This design comes from an exercise in tuning for small area on the open sky130 flow, not from production work.
Function was checked by simulation only, so behaviour that the tests miss may differ from the original.
Power and IR drop assume default switching activity.

## uart_main
module uart_main(
        input             sys_clk,
        input             rst,
        input [3:0]       key,
        input             UART_RX,
        input             SPI_MISO,
        output wire [3:0] scathod,
        output wire [6:0] ssegment,
        output wire [3:0] led,
        output wire       UART_TX,
        output wire       SPI_SCK,
        output wire       SPI_MOSI,
        output wire       SPI_SS
);
Settings: LEC_CHECK=0, CAP_MARGIN=20, CORE_MARGIN=2, CORE_UTILIZATION=40, SLEW_MARGIN=20, SYNTH_MEMORY_MAX_BITS=4096; clock period 10.0 ns.
run.sh (not shown) runs the stock make flow with config.mk's settings and CLKGATE_MAP_FILE= SYNTH_SCRIPT=/design/flow/synth_recipe.tcl, a recipe that flattens the netlist after the stock synthesis.
The baseline completed without violations.
Then changed:
==> flow/flow/run.sh (new file) <==
#!/bin/bash
# Own layout flow: the standard ORFS flow (standard.sh) with four changes.
#  1. Synthesis is synth_recipe.tcl unchanged except that Yosys's abc call uses
#     flow/area.abc, an area-oriented logic mapping script, instead of ORFS's speed
#     script. Registers are mapped before abc, so they keep their names and cells.
#  2. CTS runs without dummy loads (-dont_use_dummy_load), with clkbuf_8 buffers.
#  3. Ports are buffered (as the standard flow does) with sky130_fd_sc_hd__buf_1.
#  4. No adder extraction before abc (ADDER_MAP_FILE empty): abc maps the adders
#     together with the rest of the logic.
# Each tool's output goes to the ORFS logs under orfs/logs; make's output to flow.log.
set -euo pipefail
W=$(pwd)
F=$W/flow
{
  printf 'proc abc {args} {\n'
  printf '  set i [lsearch $args -script]\n'
  printf '  set args [lreplace $args $i [expr {$i + 1}] -script %s]\n' "$F/area.abc"
  printf '  yosys abc {*}$args\n'
  printf '}\n'
  cat "$W/synth_recipe.tcl"
} > "$W/area_synth.tcl"
sed -e "s#$W/synth_recipe.tcl#$W/area_synth.tcl#g" -e 's#^make -C \(.*\) "\${@:-finish}"$#make -C \1 ADDER_MAP_FILE= "${@:-finish}"#' "$W/standard.sh" > "$W/area_standard.sh"
grep -q "ADDER_MAP_FILE= " "$W/area_standard.sh"
grep -q area_synth.tcl "$W/area_standard.sh"
export CTS_ARGS="-sink_clustering_enable -repair_clock_nets -dont_use_dummy_load -buf_list sky130_fd_sc_hd__clkbuf_8"
export BUFFER_PORTS_ARGS="-buffer_cell sky130_fd_sc_hd__buf_1"
bash "$W/area_standard.sh" > "$W/flow.log" 2>&1
==> flow/flow/area.abc (new file) <==
strash; &get -n; &st; &deepsyn -J 20 -S 1; &dch -f; &nf -R 1000; &put
==> flow/standard.sh (new file) <==
#!/bin/bash
# synth_recipe.tcl (not shown) runs the flow's synth.tcl, then flattens the netlist and writes it again
# the make line also repeats each setting of config.mk as NAME=value (left out here)
make -C /OpenROAD-flow-scripts/flow DESIGN_CONFIG=/design/flow/config.mk WORK_HOME=/design/flow/orfs CLKGATE_MAP_FILE= SYNTH_SCRIPT=/design/flow/synth_recipe.tcl "${@:-finish}"
removed: flow/run.sh
Clock power is lower by 45%.
Combinational power came out lower by 39%.
Utilization drops by 1.3 points.
Then changed:
--- a/flow/flow/run.sh
+++ b/flow/flow/run.sh
@@ -2 +2 @@
-# Own layout flow: the standard ORFS flow (standard.sh) with four changes.
+# Own layout flow: the standard ORFS flow (standard.sh) with three changes.
@@ -6 +6 @@
-#  2. CTS runs without dummy loads (-dont_use_dummy_load), with clkbuf_8 buffers.
+#  2. CTS runs without dummy loads (-dont_use_dummy_load), with CTS_BUF_LIST's buffers.
@@ -8,2 +7,0 @@
-#  4. No adder extraction before abc (ADDER_MAP_FILE empty): abc maps the adders
-#     together with the rest of the logic.
@@ -22,2 +20 @@
-sed -e "s#$W/synth_recipe.tcl#$W/area_synth.tcl#g" -e 's#^make -C \(.*\) "\${@:-finish}"$#make -C \1 ADDER_MAP_FILE= "${@:-finish}"#' "$W/standard.sh" > "$W/area_standard.sh"
-grep -q "ADDER_MAP_FILE= " "$W/area_standard.sh"
+sed "s#$W/synth_recipe.tcl#$W/area_synth.tcl#g" "$W/standard.sh" > "$W/area_standard.sh"
@@ -25 +22,2 @@
-export CTS_ARGS="-sink_clustering_enable -repair_clock_nets -dont_use_dummy_load -buf_list sky130_fd_sc_hd__clkbuf_8"
+BUFS=sky130_fd_sc_hd__clkbuf_16
+export CTS_ARGS="-sink_clustering_enable -repair_clock_nets -dont_use_dummy_load -buf_list $BUFS"
Outcome:
- register-to-register slack degrades by 0.10 ns
- worst setup slack degrades by 0.23 ns
- count of clock-buffer cells in the layout does not change
- clock skew is lower by 0.017 ns
Then changed:
--- a/flow/flow/run.sh
+++ b/flow/flow/run.sh
@@ -22 +22 @@
-BUFS=sky130_fd_sc_hd__clkbuf_16
+BUFS=sky130_fd_sc_hd__clkbuf_8
Global-route usage drops by 0.19 points.
Worst setup slack is worse by 0.042 ns.
Critical path depth stays the same.
Sequential power barely changes.
Power fell by 12%.
Final cell count stays the same.
Sequential share of layout area increases by 1.1 points.
Maximum frequency decreases by 0.86%.

[afterwards: timing with drivers on the ports]
How much do the figures lean on ideal ports? The routed layouts below were timed once more, with nothing changed but the port constraints.
Step 1: set_driving_cell puts a clkbuf_16 on sys_clk and a buf_2 on each other input, an assumption about the parent block.
Step 2 times the ports against the registers' clock, not the clock port: input delays grow and output delays shrink by t, the midpoint of the rising clock arrivals with the driver on.
Three values: no drivers, after step 1, after step 2; two values: the first two.
run	t, ns	slack for setup (ns)	worst hold slack (ns)	worst register clock-pin slew, ns	worst data-port slew with drivers (ns)
the first run	0.479	5.066 / 5.024 / 5.503	0.412 / 0.412 / 0.412	0.08 / 0.08	0.03
the second run	0.495	5.417 / 5.379 / 5.778	0.423 / 0.423 / 0.423	0.11 / 0.11	0.03
the third run	0.467	5.182 / 5.140 / 5.606	0.406 / 0.406 / 0.406	0.08 / 0.08	0.04
the fourth run	0.492	5.140 / 5.103 / 5.594	0.411 / 0.411 / 0.411	0.12 / 0.12	0.04
After both steps setup and hold are still met in every run listed.
